What follows belongs to an exercise in optimizing a design on an open flow for small area, a short achievable clock period and few clock cycles per item; a production flow would make more cautious choices. In this exercise RTL edits were held to simulation tests only and were not proved equivalent to the original. Power and IR drop assume default switching activity.

===== flow/constraint.sdc =====
create_clock -name core_clock -period 12.0 [get_ports {clk}]
set_input_delay 2.4000 -clock core_clock [delete_from_list [all_inputs] [get_ports {clk}]]
set_output_delay 2.4000 -clock core_clock [all_outputs]
set_load 0.01 [all_outputs]

===== flow/standard.sh =====
#!/bin/bash
# synth_recipe.tcl (not shown) runs the flow's synth.tcl, then flattens the netlist and writes it again
# the make line also repeats each setting of config.mk as NAME=value (left out here)
make -C /OpenROAD-flow-scripts/flow DESIGN_CONFIG=/design/flow/config.mk WORK_HOME=/design/flow/orfs CLKGATE_MAP_FILE= SYNTH_SCRIPT=/design/flow/synth_recipe.tcl "${@:-finish}"

===== flow/design.v =====
module mp_cache_data_array #(
    parameter NUM_WMASKS = 32,
    parameter DATA_WIDTH = 256,
    parameter ADDR_WIDTH = 4
) (
    input  logic                  clk0,
    input  logic                  csb0,     
    input  logic                  web0,     
    input  logic [NUM_WMASKS-1:0] wmask0,
    input  logic [ADDR_WIDTH-1:0] addr0,
    input  logic [DATA_WIDTH-1:0] din0,
    output logic [DATA_WIDTH-1:0] dout0
);
  localparam RAM_DEPTH = 1 << ADDR_WIDTH;
  logic [DATA_WIDTH-1:0] mem[RAM_DEPTH];
  logic                  web0_reg;
  logic [NUM_WMASKS-1:0] wmask0_reg;
  logic [ADDR_WIDTH-1:0] addr0_reg;
  logic [DATA_WIDTH-1:0] din0_reg;
  always_ff @(posedge clk0) begin
    if (!csb0) begin
      web0_reg   <= web0;
      wmask0_reg <= wmask0;
      addr0_reg  <= addr0;
      din0_reg   <= din0;
    end
  end
  logic [DATA_WIDTH-1:0] bitmask;
  always_comb begin
    for (integer i = 0; i < NUM_WMASKS; i++) bitmask[i*8+:8] = {8{wmask0_reg[i]}};
  end
  always_ff @(posedge clk0) begin
    if (!web0_reg) mem[addr0_reg] <= (mem[addr0_reg] & ~bitmask) | (din0_reg & bitmask);
  end
  assign dout0 = mem[addr0_reg];
endmodule
module mp_cache_tag_array #(
    parameter DATA_WIDTH = 23,
    parameter ADDR_WIDTH = 4
) (
    input  logic                  clk0,
    input  logic                  csb0,     
    input  logic                  web0,     
    input  logic [ADDR_WIDTH-1:0] addr0,
    input  logic [DATA_WIDTH-1:0] din0,
    output logic [DATA_WIDTH-1:0] dout0
);
  localparam RAM_DEPTH = 1 << ADDR_WIDTH;
  logic [DATA_WIDTH-1:0] mem[RAM_DEPTH];
  logic                  web0_reg;
  logic [ADDR_WIDTH-1:0] addr0_reg;
  logic [DATA_WIDTH-1:0] din0_reg;
  always_ff @(posedge clk0) begin
    if (!csb0) begin
      web0_reg  <= web0;
      addr0_reg <= addr0;
      din0_reg  <= din0;
    end
  end
  always_ff @(posedge clk0) begin
    if (!web0_reg) mem[addr0_reg] <= din0_reg;
  end
  assign dout0 = mem[addr0_reg];
endmodule
module sp_ff_array #(
            parameter               S_INDEX     = 4,
            parameter               WIDTH       = 1
)(
    input   logic                   clk0,
    input   logic                   rst0,
    input   logic                   csb0,
    input   logic                   web0,
    input   logic   [S_INDEX-1:0]   addr0,
    input   logic   [WIDTH-1:0]     din0,
    output  logic   [WIDTH-1:0]     dout0
);
            localparam              NUM_SETS    = 2**S_INDEX;
            logic                   web0_reg;
            logic   [S_INDEX-1:0]   addr0_reg;
            logic   [WIDTH-1:0]     din0_reg;
            logic   [WIDTH-1:0]     internal_array [NUM_SETS];
    always_ff @(posedge clk0) begin
        if (rst0) begin
            web0_reg  <= 1'b1;
            addr0_reg <= 'x;
            din0_reg  <= 'x;
        end else begin
            if (!csb0) begin
                web0_reg  <= web0;
                addr0_reg <= addr0;
                din0_reg  <= din0;
            end
        end
    end
    always_ff @(posedge clk0) begin
        if (rst0) begin
            for (integer i = 0; i < NUM_SETS; i++) begin
                internal_array[i] <= '0;
            end
        end else begin
            if (!web0_reg) begin
                internal_array[addr0_reg] <= din0_reg;
            end
        end
    end
    always_comb begin
        dout0 = internal_array[addr0_reg];
    end
endmodule : sp_ff_array
module cache (
    input logic clk,
    input logic rst,
    input  logic [ 31:0] ufp_addr,
    input  logic [  3:0] ufp_rmask,
    input  logic [  3:0] ufp_wmask,
    output logic [255:0] ufp_rdata,
    input  logic [ 31:0] ufp_wdata,
    output logic         ufp_resp,
    output logic [ 31:0] dfp_addr,
    output logic         dfp_read,
    output logic         dfp_write,
    input  logic [255:0] dfp_rdata,
    output logic [255:0] dfp_wdata,
    input  logic         dfp_resp,
    input  logic [ 31:0] dfp_raddr
);
  localparam int L = 16;   
  logic [255:0] data_q [L];
  logic [ 24:0] tag_q  [L];
  logic [L-1:0] valid_q;
  logic [L-1:0] dirty_q;
  logic [  2:0] plru_q [4];
  logic         idle_q;   
  logic         resp_q;   
  logic         wr_q;   
  logic         wb_q;   
  logic         rd_q;   
  logic [L-1:0] sel_q;   
  logic [L-1:0] vline_q;   
  logic [  1:0] vway_q;   
  logic [ 26:0] maddr_q;   
  logic        req;
  logic        start;
  logic        is_wr;
  logic [24:0] tag;
  logic [ 1:0] set;
  logic [ 2:0] word;
  assign req   = (ufp_rmask != 4'b0) || (ufp_wmask != 4'b0);
  assign start = idle_q && req;
  assign is_wr = (ufp_wmask != 4'b0);
  assign tag   = ufp_addr[31:7];
  assign set   = ufp_addr[6:5];
  assign word  = ufp_addr[4:2];
  logic [L-1:0] set_dec;
  logic [L-1:0] line_hit;
  logic         hit;
  logic [ 1:0] hit_way;
  always_comb begin
    for (int l = 0; l < L; l++) begin
      set_dec[l]  = (set == l[3:2]);
      line_hit[l] = set_dec[l] && valid_q[l] && (tag_q[l] == tag);
    end
    hit = |line_hit;
    hit_way = 2'd0;
    for (int l = 0; l < L; l++) if (line_hit[l]) hit_way = l[1:0];
  end
  logic [2:0] plru;
  logic [1:0] victim;
  logic [L-1:0] victim_line;
  logic [24:0] victim_tag;
  logic victim_dirty;   
  always_comb begin
    plru = plru_q[set];
    casez (plru)
      3'b0?0:  victim = 2'd3;
      3'b1?0:  victim = 2'd2;
      3'b?01:  victim = 2'd1;
      default: victim = 2'd0;
    endcase
    for (int l = 0; l < L; l++) victim_line[l] = set_dec[l] && (victim == l[1:0]);
    victim_tag   = tag_q[{set, victim}];
    victim_dirty = valid_q[{set, victim}] && dirty_q[{set, victim}];
  end
  logic fill;   
  logic wb_done;   
  assign fill    = rd_q && dfp_resp;
  assign wb_done = wb_q && dfp_resp;
  always_ff @(posedge clk) begin
    if (rst) begin
      idle_q <= 1'b1;
      resp_q <= 1'b0;
      wr_q   <= 1'b0;
      wb_q   <= 1'b0;
      rd_q   <= 1'b0;
    end else if (start) begin
      idle_q <= 1'b0;
      resp_q <= hit;
      wr_q   <= hit && is_wr;
      wb_q   <= !hit && victim_dirty;
      rd_q   <= !hit && !victim_dirty;
    end else begin
      if (resp_q || fill) idle_q <= 1'b1;
      resp_q <= 1'b0;
      wr_q   <= 1'b0;
      if (wb_q && dfp_resp) begin
        wb_q <= 1'b0;
        rd_q <= 1'b1;
      end
      if (fill) rd_q <= 1'b0;
    end
  end
  always_ff @(posedge clk) begin
    if (start) begin
      vline_q <= victim_line;
      vway_q  <= victim;
      maddr_q <= (!hit && victim_dirty) ? {victim_tag, set} : ufp_addr[31:5];
    end else if (wb_done) begin
      maddr_q <= ufp_addr[31:5];
    end
  end
  always_ff @(posedge clk) begin
    if (start || wb_done) sel_q <= sel_d;
  end
  assign dfp_read  = rd_q;
  assign dfp_write = wb_q;
  assign dfp_addr  = {maddr_q, 5'b0};
  assign ufp_resp  = resp_q || fill;
  logic [L-1:0] sel_d;
  logic         rd_d;
  assign sel_d = start ? (hit ? line_hit : (victim_dirty ? victim_line : '0))
                       : (wb_done ? '0 : sel_q);
  assign rd_d  = start ? (!hit && !victim_dirty) : wb_done || (rd_q && !dfp_resp);
  for (genvar k = 0; k < 16; k++) begin : slices
    out_slice #(
        .W(16)
    ) slice (
        .clk     (clk),
        .rst     (rst),
        .sel_d   (sel_d),
        .rd_d    (rd_d),
        .din     ({data_q[15][k*16+:16], data_q[14][k*16+:16], data_q[13][k*16+:16],
                   data_q[12][k*16+:16], data_q[11][k*16+:16], data_q[10][k*16+:16],
                   data_q[9][k*16+:16], data_q[8][k*16+:16], data_q[7][k*16+:16],
                   data_q[6][k*16+:16], data_q[5][k*16+:16], data_q[4][k*16+:16],
                   data_q[3][k*16+:16], data_q[2][k*16+:16], data_q[1][k*16+:16],
                   data_q[0][k*16+:16]}),
        .mem_data(dfp_rdata[k*16+:16]),
        .dout_u  (ufp_rdata[k*16+:16]),
        .dout_d  (dfp_wdata[k*16+:16])
    );
  end
  logic [ 31:0] byte_wr;   
  logic [255:0] new_line;
  logic         hit_now;   
  assign hit_now = start && hit;
  always_comb begin
    for (int b = 0; b < 32; b++) begin
      byte_wr[b] = is_wr && (word == b[4:2]) && ufp_wmask[b%4];
      new_line[b*8+:8] = byte_wr[b] ? ufp_wdata[(b%4)*8+:8] : dfp_rdata[b*8+:8];
    end
  end
  for (genvar l = 0; l < L; l++) begin : lines
    logic line_fill;
    logic line_wr;
    assign line_fill = rd_q && vline_q[l];
    assign line_wr   = wr_q && sel_q[l];
    for (genvar b = 0; b < 32; b++) begin : bytes
      always_ff @(posedge clk) begin
        if (line_fill || (line_wr && byte_wr[b])) data_q[l][b*8+:8] <= new_line[b*8+:8];
      end
    end
    always_ff @(posedge clk) begin
      if (line_fill) tag_q[l] <= tag;
    end
    always_ff @(posedge clk) begin
      if (rst) begin
        valid_q[l] <= 1'b0;
        dirty_q[l] <= 1'b0;
      end else begin
        if (line_fill) valid_q[l] <= 1'b1;
        if (line_fill || line_wr) dirty_q[l] <= is_wr;
      end
    end
  end
  logic       plru_upd;
  logic [1:0] use_way;
  assign plru_upd = start;
  assign use_way  = hit ? hit_way : victim;
  for (genvar s = 0; s < 4; s++) begin : sets
    always_ff @(posedge clk) begin
      if (rst) plru_q[s] <= 3'b000;
      else if (plru_upd && set == s) begin
        case (use_way)
          2'd0: plru_q[s] <= {plru_q[s][2], 2'b00};
          2'd1: plru_q[s] <= {plru_q[s][2], 2'b10};
          2'd2: plru_q[s] <= {1'b0, plru_q[s][1], 1'b1};
          default: plru_q[s] <= {1'b1, plru_q[s][1], 1'b1};
        endcase
      end
    end
  end
endmodule
module line_mux #(
    parameter int N = 2,
    parameter int W = 1
) (
    input  logic [  N-1:0] sel,
    input  logic [N*W-1:0] din,
    output logic [  W-1:0] dout
);
  always_comb begin
    dout = '0;
    for (int i = 0; i < N; i++) dout = dout | (din[i*W+:W] & {W{sel[i]}});
  end
endmodule
module out_slice #(
    parameter int W = 32
) (
    input  logic            clk,
    input  logic            rst,
    input  logic [    15:0] sel_d,
    input  logic            rd_d,
    input  logic [16*W-1:0] din,
    input  logic [   W-1:0] mem_data,
    output logic [   W-1:0] dout_u,
    output logic [   W-1:0] dout_d
);
  logic [15:0] sel_q;
  logic        rd_q;
  logic [W-1:0] stored;
  always_ff @(posedge clk) begin
    sel_q <= sel_d;
  end
  always_ff @(posedge clk) begin
    if (rst) rd_q <= 1'b0;
    else rd_q <= rd_d;
  end
  line_mux #(
      .N(16),
      .W(W)
  ) mux (
      .sel (sel_q),
      .din (din),
      .dout(stored)
  );
  or_and #(
      .W(W)
  ) last (
      .a   (stored),
      .b   (mem_data),
      .bsel(rd_q),
      .y   (dout_u)
  );
  assign dout_d = dout_u;
endmodule
module or_and #(
    parameter int W = 1
) (
    input  logic [W-1:0] a,
    input  logic [W-1:0] b,
    input  logic         bsel,
    output logic [W-1:0] y
);
  assign y = a | (b & {W{bsel}});
endmodule

===== flow/flow/run.sh =====
#!/bin/bash
set -euo pipefail
cd "$(dirname "$0")/.."
groups=""
for i in $(seq 0 255); do
  groups+="-group_pins {dfp_rdata[$i] ufp_rdata[$i] dfp_wdata[$i]} "
done
bash standard.sh \
  SETUP_SLACK_MARGIN=6.6 \
  "BUFFER_PORTS_ARGS=-buffer_cell sky130_fd_sc_hd__buf_2" \
  "PLACE_PINS_ARGS=$groups" \
  finish > standard.log 2>&1

===== flow/config.mk =====
export PLATFORM = sky130hd
export DESIGN_NAME = cache
export DESIGN_NICKNAME = cache
export VERILOG_FILES = /design/flow/design.v
export SDC_FILE = /design/flow/constraint.sdc
export NUM_CORES = 4
export LEC_CHECK = 0
export CAP_MARGIN = 25
export CELL_PAD_IN_SITES_DETAIL_PLACEMENT = 1
export CELL_PAD_IN_SITES_GLOBAL_PLACEMENT = 2
export CORE_MARGIN = 2
export CORE_UTILIZATION = 55
export CTS_CLUSTER_DIAMETER = 90
export CTS_CLUSTER_SIZE = 24
export SETUP_SLACK_MARGIN = 5
export SLEW_MARGIN = 25
export SYNTH_HIERARCHICAL = 1
export SYNTH_MEMORY_MAX_BITS = 65536
export TNS_END_PERCENT = 100

==> results.cfg, run 1 <==
[status]
status = complete, no violations

[die]
die_w_um = 588.3
ios = 910
initial_utilization = 0.5526
die_area_sq_um = 346100
die_h_um = 588.3
row_count = 214
core_sq_um = 339800

[finish]
drive_gt1_frac = 0.1855
final_cell_count_no_fill = 15770
area_growth_pct = 7.094
fillCellCount = 29650
fin_nets = 11240

[drt]
ant_nets = 0
detail_route.iter0.violations = 16830
routed_wl_um = 659000
avgViaCountPerCell = 7.100
first_pass_iters = 6
num_vias = 112000
wl_per_cell_um = 41.78
drc = 0

[logic_synthesis]
synth-seq-area-share = 0.7628
synth_edf_count = 4555
synth-seq-cells = 4876
synth_commonest_cells = edfxtp_1 (4555), a221oi_1 (1033), a22o_1 (1025)
ys.flop_type = edfxtp_1
synth.distinct_cells = 64
async_flop_share = 0
yosysWarnings = 12
synth_area_leader_cell = edfxtp_1
synth_top_area_share = 0.7285
yosysMostFrequentCell = edfxtp_1
synth_area_leaders = edfxtp_1 (73%), a221oi_1 (4.8%), a22o_1 (4.8%)
syn_inst = 10680
syn_area_per_cell_sq_um = 17.57
synthesis.area_sq_um = 187700

[setup_path]
worst_setup_path_end_kind = output pin
path_max_fanout = 2
worstPathArrival_ps = 3010
critPathLaunchType = primary input
crit_required_ps = 9600
crit_type = in2out

[sta]
grt_setup_unrepaired = false
setup_viol = 0
clock.fmax_mhz = 184.7
clock_skew_ps = 50.98
period_minus_slack_ps = 5414
tns_ps = 0
max_slew_margin = 0.2180
hold_violations = 0
fin_crit_sh = 0.4511
worstMarginPinSlew_ps = 1173
slew_viol_final = 0
fin_ws_ps = 6587

[power]
ir_drop_mv = 0.1305
powerDensity_nw_per_um2 = 160.8
p_leak_uw = 0.06317

[clocking]
path_clk_slew_ps = 100
clock_sinks = 4876
cts_tree = done
numCtsBuffers = 229
clockBufferDepth = 4
worstSkewPairLatency_ps = 1010
cts_htree_levels = 4
cts-root-buf = clkbuf_16

[global_route]
grt_max_degree = 40
grt_pass1_vias = 108600
grt_use_total = 0.3726
grt_pass1_wl_um = 891700
grt_overflow = 0
antenna_found_initial = 95

[place]
hpwl_um = 427400
place_ws_ps = 4311
place_congestion = 0.9441
io_buffers = 870
dpl.cell_count = 15150

[min_path]
hold_path_class = reg2reg

[job]
cap_violations = 0
routing by layer:
layer | track usage | up-vias | wire, um
li1 | - | 44520 | -
met1 | 0.5062 | 58890 | 244700
met2 | 0.5730 | 7430 | 307600
met3 | 0.07980 | 1126 | 74250
met4 | 0.1883 | 22 | 32310
met5 | 0 | - | 150
worst paths after layout:
path	endpoint	cells after the start	slack, ps	startpoint
hold reg to reg	dirty_q[11]	2	500	dirty_q[11]
hold / removal	dirty_q[11]	2	500	dirty_q[11]
setup reg to reg	data_q[9][138]	6	7350	rd_q
setup / recovery	ufp_rdata[99]	3	6590	dfp_rdata[99]
state kept, by name (all words and copies together), names as in the netlist:
register and flops:
wb_q 1, slices.slice.sel_q 256, vline_q 16, wr_q 1, slices.slice.rd_q 16, plru_q 12, tag_q 400, sel_q 16
rd_q 1, maddr_q 27, idle_q 1, valid_q 16, data_q 4096, dirty_q 16, resp_q 1
worst max-delay path, cell delays in order:
cell    delay [ps]
buf_2          160
a21o_2         290
buf_2          160
timing repair:
item	in CTS	in global routing
gates cloned	0	0
gates resized for setup	258	82
buffers inserted	26	2
hold buffers	0	0
pin swaps	24	7
setup endpoints to repair	617	257
cell usage in the layout (no fill, tap or decap), types with 138 or more instances in the layout:
cell and instances:
mux2_2 262, clkbuf_16 236, xor2_1 138, a21o_1 138, clkbuf_1 168, diode_2 167, buf_2 846, xnor2_1 263
a22o_1 1025, a21oi_1 529, dfxtp_1 222, buf_4 152, edfxtp_1 4555, a221oi_1 915, nand4_1 384
cell families after synthesis:
| group | Yosys count | synth area share |
|---|---|---|
| simple gates | 846 | 0.02639 |
| mux | 303 | 0.01817 |
| other cells | 1 | 0.00001997 |
| compound gates | 3116 | 0.1329 |
| buf+inv | 1141 | 0.04108 |
| flops | 4876 | 0.7628 |
| xor+xnor | 401 | 0.01871 |
through the flow:
stage                     hold slack (ps)  area, sq um  total power [uW]  utilization
after floorplan                     446.7       187800             21770            -
after global placement              470.2       191900             23340       0.5647
after detailed placement            482.5       192000             23440       0.5649
after CTS                           500.8       200200             32240       0.5891
after global routing                541.4       200800             32960       0.5911
final                               502.6       201100             32320       0.5917
final cells by class:
type | instances | area (sq um) | area share
sequential | 4876 | 143300 | 0.7129
multi-input combinational | 4671 | 38520 | 0.1916
clock buffer | 407 | 6578 | 0.03271
timing repair buffer | 1057 | 6223 | 0.03095
tap | 4536 | 5675 | 0.02823
antenna | 167 | 417.9 | 0.002078
inverter | 44 | 170.2 | 0.0008463
clock inverter | 14 | 150.1 | 0.0007467
report_power, final:
| group | switching (uW) | internal (uW) | leakage, uW |
|---|---|---|---|
| registers | 578 | 19000 | 0.0438 |
| logic | 2500 | 1200 | 0.0161 |
| clock network | 5310 | 3760 | 0.00320 |
Testbench counts, summed over its fixed seeds: cycles 83,163, requests 24,000.
==> inputs of run 2 (changes only) <==
--- a/flow/config.mk
+++ b/flow/config.mk
@@ -9,9 +9,9 @@
 export CELL_PAD_IN_SITES_DETAIL_PLACEMENT = 1
 export CELL_PAD_IN_SITES_GLOBAL_PLACEMENT = 2
 export CORE_MARGIN = 2
-export CORE_UTILIZATION = 55
-export CTS_CLUSTER_DIAMETER = 90
-export CTS_CLUSTER_SIZE = 24
+export CORE_UTILIZATION = 35
+export CTS_CLUSTER_DIAMETER = 80
+export CTS_CLUSTER_SIZE = 20
 export SETUP_SLACK_MARGIN = 5
 export SLEW_MARGIN = 25
 export SYNTH_HIERARCHICAL = 1
==> run 2 against run 1 <==
Combinational power is 6.8% higher. Register-to-register slack worse by 200 ps. Global-route usage shrank 12 points. Worst setup slack got worse by 19 ps. Area after synthesis did not move. Wire length rose by 9.5%. Largest power group unchanged.
==> results.cfg, run 2 <==
[setup_path]
crit_chain = buf_2, and2_1, nand3_1, nor2_1, and4_1, or4b_1, nor4_4, nor3b_4, buf_12, a221o_4, buf_4
crit_buf_inv = 3
critPathLaunchType = primary input
worst_setup_path_end_kind = flop
crit_type = in2reg
ff2ff_setup_slack_ps = 7150
worstPathArrival_ps = 6130
cp_top_family = simple AND/OR/NAND/NOR gates
path_max_fanout = 39
worst_path_largest_cell_delay_ps = 670
slowest_stage = and4_1
crit_required_ps = 12700

[global_route]
grt_pass1_wl_um = 958600
grt_max_degree = 48
grt_use_total = 0.2568
grt_overflow = 0
antenna_found_initial = 92
grt_pass1_vias = 109300

[die]
row_count = 269
die_w_um = 736.4
die_area_sq_um = 542300
die_h_um = 736.4
initial_utilization = 0.3506
ios = 910
core_sq_um = 535500

[finish]
layout_common_cells = edfxtp_1 (4555), a22o_1 (1025), a221oi_1 (815)
largest_register_ffs = 4096
drive_gt1_frac = 0.2167
fillCellCount = 52050
design_area_sq_um = 208900
top_register = data_q
fin_nets = 11360
layout_commonest_cell = edfxtp_1
utilization = 0.3901
reg_top3 = data_q x4096, tag_q x400, slices.slice.sel_q x256
area_growth_pct = 11.28

[logic_synthesis]
synth_edf_count = 4555
synth_area_leader_cell = edfxtp_1
synth-seq-area-share = 0.7628
syn_area_per_cell_sq_um = 17.57
syn_inst = 10680
synth_area_leaders = edfxtp_1 (73%), a221oi_1 (4.8%), a22o_1 (4.8%)
synth_top_area_share = 0.7285
ys.flop_type = edfxtp_1
synth-seq-cells = 4876
yosysWarnings = 12
async_flop_share = 0
synth.distinct_cells = 64
synthesis.area_sq_um = 187700
yosysMostFrequentCell = edfxtp_1
synth_commonest_cells = edfxtp_1 (4555), a221oi_1 (1033), a22o_1 (1025)

[drt]
routed_wl_um = 721300
detail_route.iter0.violations = 13650
drc = 0
top_layer = met5
first_pass_iters = 7
avgViaCountPerCell = 5.978
wl_per_cell_um = 38.93
wl_met2_um = 336900
num_vias = 110800
dr_wl_met3_um = 56270
ant_nets = 0
m1WireLength_um = 294700

[clocking]
worstSkewPairLatency_ps = 1010
cts_tree = done
clockBufferDepth = 4
cts-root-buf = clkbuf_16
clock_sinks = 4876
path_clk_slew_ps = 90
numCtsBuffers = 304
cts_htree_levels = 5

[power]
powerDensity_nw_per_um2 = 166.1
ir_drop_mv = 0.1024
p_leak_uw = 0.06523
finalPower_uw = 34700

[sta]
tns_ps = 0
clock_skew_ps = 81.67
slew_viol_final = 0
period_minus_slack_ps = 5432
hold_violations = 0
setup_viol = 0
whs_ps = 513.4
worstMarginPinSlew_ps = 1161
fin_crit_sh = 0.4527
clock.fmax_mhz = 184.1
max_slew_margin = 0.2258
grt_setup_unrepaired = true

[place]
dpl_cell_area_sq_um = 195600
place_congestion = 0.9176
hpwl_um = 476800
io_buffers = 870

[min_path]
hold_path_class = reg2reg

[job]
cap_violations = 0

[status]
status = complete, no violations
-- run 2: cell count changes in the layout (fill, tap and decap cells not counted), sizes merged --
cell and delta:
clkinvlp +4, buf +36, inv +26, clkinv +23
diode -37, clkbuf +49, bufinv +12
-- run 2: worst reg2reg max path, delay by kind of cell, from the launching register on --
kind            cells  cell delay [ps]
buf+inv             5             1890
compound gates      2             1370
simple gates        1              670
flops               1              550
-- run 2: repair_timing --
item | in CTS | in global routing
gates cloned | 0 | 0
hold buffers | 0 | 0
pin swaps | 54 | 12
hold endpoints to repair | 0 | 0
setup buffers | 23 | 1
endpoints found under the setup margin | 763 | 185
resized for setup | 582 | 87
-- run 2: area by class of cell --
cell class,count,area [sq um],area share
diodes,130,325.3,0.001557
clock buffers,453,8514,0.04075
clock inverters,79,1022,0.004893
inverters,44,170.2,0.0008145
multi-input cells,4671,39440,0.1888
flip-flops and latches,4876,143400,0.6866
well taps,7181,8985,0.04301
repair buffers,1096,7030,0.03365
-- run 2: routing by layer --
metal / track usage / vias to the layer above
met1: 0.3481 / 59480
met2: 0.4091 / 5548
met3: 0.03985 / 972
met5: 0 / -
met4: 0.1141 / 8
li1: - / 44770
-- run 2: final timing paths --
kind / startpoint / end / cells after the start
max: ufp_addr[6] / sel_q[10] / 11
min: dirty_q[8] / dirty_q[8] / 2
max reg2reg: rd_q / data_q[10][215] / 8
min reg2reg: dirty_q[8] / dirty_q[8] / 2
-- run 2: report_power, final --
part | leakage (uW) | switching [uW] | internal, uW
registers | 0.0439 | 609 | 19000
clock network | 0.00460 | 5870 | 5290
logic | 0.0168 | 2670 | 1280
total | 0.0652 | 9150 | 25500
-- run 2: cell families (layout without fill, tap and decap cells) --
group / after synthesis / in the layout / share of synthesized area
buf+inv: 1141 / 1672 / 0.04108
other cells: 1 / 135 / 0.00001997
mux: 303 / 303 / 0.01817
compound gates: 3116 / 3116 / 0.1329
simple gates: 846 / 846 / 0.02639
xor+xnor: 401 / 401 / 0.01871
flops: 4876 / 4876 / 0.7628
-- run 2: metrics by stage --
step,setup WS (ps),std cells
after global routing,6567,18440
after global placement,4173,17830
after CTS,6479,18390
final,6568,18530
after detailed placement,4139,17840
after floorplan,6632,10690
==> inputs of run 3 (changes only) <==
--- a/flow/config.mk
+++ b/flow/config.mk
@@ -5,7 +5,7 @@
 export SDC_FILE = /design/flow/constraint.sdc
 export NUM_CORES = 4
 export LEC_CHECK = 0
-export CAP_MARGIN = 25
+export CAP_MARGIN = 15
 export CELL_PAD_IN_SITES_DETAIL_PLACEMENT = 1
 export CELL_PAD_IN_SITES_GLOBAL_PLACEMENT = 2
 export CORE_MARGIN = 2
@@ -13,7 +13,7 @@
 export CTS_CLUSTER_DIAMETER = 80
 export CTS_CLUSTER_SIZE = 20
 export SETUP_SLACK_MARGIN = 5
-export SLEW_MARGIN = 25
+export SLEW_MARGIN = 15
 export SYNTH_HIERARCHICAL = 1
 export SYNTH_MEMORY_MAX_BITS = 65536
 export TNS_END_PERCENT = 100
==> run 3 against run 2 <==
Cell count about the same. Non-clock buffer count grew 16. Fmax is 2.0% lower. Via count is 0.13% lower. Sequential power barely moved. Clock power is essentially flat. Wire length hardly changed.
==> results.cfg, run 3 <==
[die]
ios = 910
die_h_um = 736.4
die_w_um = 736.4
die_area_sq_um = 542300
initial_utilization = 0.3506
core_sq_um = 535500
row_count = 269

[logic_synthesis]
synth_top_area_share = 0.7285
synthesis.area_sq_um = 187700
synth_commonest_cells = edfxtp_1 (4555), a221oi_1 (1033), a22o_1 (1025)
ys.flop_type = edfxtp_1
yosysWarnings = 12
syn_inst = 10680
synth-seq-area-share = 0.7628
async_flop_share = 0
synth_area_leader_cell = edfxtp_1
synth_area_leaders = edfxtp_1 (73%), a221oi_1 (4.8%), a22o_1 (4.8%)
yosysMostFrequentCell = edfxtp_1
synth.distinct_cells = 64
synth-seq-cells = 4876
syn_area_per_cell_sq_um = 17.57
synth_edf_count = 4555

[finish]
largest_register_ffs = 4096
drive_gt1_frac = 0.2144
reg_top3 = data_q x4096, tag_q x400, slices.slice.sel_q x256
layout_commonest_cell = edfxtp_1
top_register = data_q
area_growth_pct = 11.15
final_cell_count_no_fill = 18520
fin_nets = 11370
design_area_sq_um = 208700
layout_common_cells = edfxtp_1 (4555), a22o_1 (1025), a221oi_1 (809)
fillCellCount = 52090

[drt]
ant_nets = 0
num_vias = 110600
first_pass_iters = 6
drc = 0
wl_per_cell_um = 38.95
avgViaCountPerCell = 5.973
routed_wl_um = 721400
detail_route.iter0.violations = 14030

[sta]
clock.fmax_mhz = 180.5
period_minus_slack_ps = 5541
max_slew_margin = 0.1357
fin_crit_sh = 0.4618
clock_skew_ps = 54.61
grt_setup_unrepaired = true
worstMarginPinSlew_ps = 1296
fin_ws_ps = 6459
slew_viol_final = 0
setup_viol = 0
hold_violations = 0
tns_ps = 0

[setup_path]
crit_required_ps = 12670
worstPathArrival_ps = 6210
path_max_fanout = 39
crit_type = in2reg
critPathLaunchType = primary input
reg2regPathDepth = 8
r2r_end = data_q[10][217]
ff2ff_setup_slack_ps = 7180
worst_setup_path_end_kind = flop
rr_startpoint = rd_q

[power]
powerDensity_nw_per_um2 = 165.1
ir_drop_mv = 0.1199
finalPower_uw = 34460
p_leak_uw = 0.06518

[place]
hpwl_um = 476500
dpl_cell_area_sq_um = 195500
io_buffers = 870
place_congestion = 0.9176
dpl.cell_count = 17830
place_ws_ps = 4095

[status]
status = complete, no violations

[clocking]
cts_htree_levels = 5
numCtsBuffers = 302
worstSkewPairLatency_ps = 1000
cts-root-buf = clkbuf_16
clockBufferDepth = 4
clock_sinks = 4876
path_clk_slew_ps = 70
cts_tree = done

[global_route]
grt_pass1_vias = 109000
grt_use_total = 0.2565
grt_overflow = 0
grt_pass1_wl_um = 956800
grt_max_degree = 48
antenna_found_initial = 94

[min_path]
min_from = dirty_q[4]
hold_end = dirty_q[4]
hold_path_class = reg2reg
whs_path_depth = 2

[job]
cap_violations = 0
run 3: layer usage:
layer,vias up,wire length [um],track usage
met5,-,117,0
met4,16,31410,0.1102
met3,909,60640,0.04468
met2,5588,338000,0.4075
met1,59340,291200,0.3469
li1,44770,-,-
run 3: worst max-delay path: stages:
cell	delay (ps)
buf_2	460
and2_1	430
nand3_1	220
nor2_1	400
and4_1	680
or4b_1	350
nor4_4	100
nor3b_4	180
buf_12	210
a221o_4	440
buf_4	280
run 3: repair_timing:
action	CTS	global route
setup endpoints to repair	761	209
resized for setup	612	87
hold buffers	0	0
endpoints found under the hold margin	0	0
pin swaps	53	27
setup buffers	22	26
run 3: cell families after synthesis:
family,share of synthesized area
DFF,0.7628
other,0.00001997
AOI/OAI and AO/OA,0.1329
buffers and inverters,0.04108
xor gates and xnor gates,0.01871
muxes,0.01817
and+or+nand+nor,0.02639
run 3: how the worst max path moves through the flow:
stage	from	end	slack [ps]	cells past startpoint
floorplan	ufp_addr[5]	sel_q[0]	6630	9
global placement	ufp_addr[10]	sel_q[2]	4170	12
detailed placement	ufp_addr[10]	sel_q[10]	4100	12
CTS	slices[6].slice.sel_q[12]	ufp_rdata[111]	6400	4
global route	ufp_addr[5]	maddr_q[5]	6490	9
finish	ufp_addr[6]	sel_q[10]	6460	11
run 3: area by class of cell:
cell class | instances | area (sq um) | share of cell area
inverter | 44 | 170.2 | 0.0008154
sequential | 4876 | 143400 | 0.6874
clock inverter | 82 | 918.4 | 0.004401
timing repair buffer | 1112 | 7166 | 0.03434
clock buffer | 436 | 8302 | 0.03978
antenna | 120 | 300.3 | 0.001439
multi-input combinational | 4671 | 39390 | 0.1887
tap | 7181 | 8985 | 0.04306
run 3: power breakdown:
group | leakage, uW | internal [uW] | switching [uW]
logic | 0.0169 | 1290 | 2670
clock network | 0.00443 | 5060 | 5860
registers | 0.0439 | 19000 | 603
run 3: through the flow:
stage               hold slack, ps  utilization
finish                       509.3       0.3897
CTS                          510.2       0.3879
floorplan                    446.7            -
detailed placement           489.5       0.3651
global placement             474.2       0.3651
global route                 536.5       0.3893

==> what the ideal ports hide <==
No port has a modelled driver above. Below, the same layouts with a new extraction and two added sets of constraints.
Step 1 (the two cells are an assumption about what drives the block):
set clk [get_ports {clk}]
set_driving_cell -lib_cell sky130_fd_sc_hd__clkbuf_16 $clk
set_driving_cell -lib_cell sky130_fd_sc_hd__buf_2 [delete_from_list [all_inputs] $clk]
Step 2 moves the port delays by t, midway between the first and last clock arrival at a register: inputs arrive t later, outputs are due t later. That takes back most of the time a late clock gives input paths.
Three values: ideal ports, drivers, drivers and shift; two values: the first two.
| run | t (ns) | setup slack, ns | worst setup path at the end | worst register clock-pin slew, ns | cell pins on the clock port's net |
|---|---|---|---|---|---|
| run 1 | 1.094 | 6.586 / 6.340 / 5.591 | input to register | 0.11 / 0.11 | 1 |
| run 2 | 1.112 | 6.568 / 6.455 / 5.569 | input to register | 0.10 / 0.10 | 1 |
| run 3 | 1.105 | 6.459 / 6.453 / 5.462 | input to register | 0.09 / 0.09 | 1 |
After both steps every run listed still meets setup and hold. The setup slack of run 2, which loses most, moves by -0.113 ns with the drivers and by -0.999 ns with both steps.
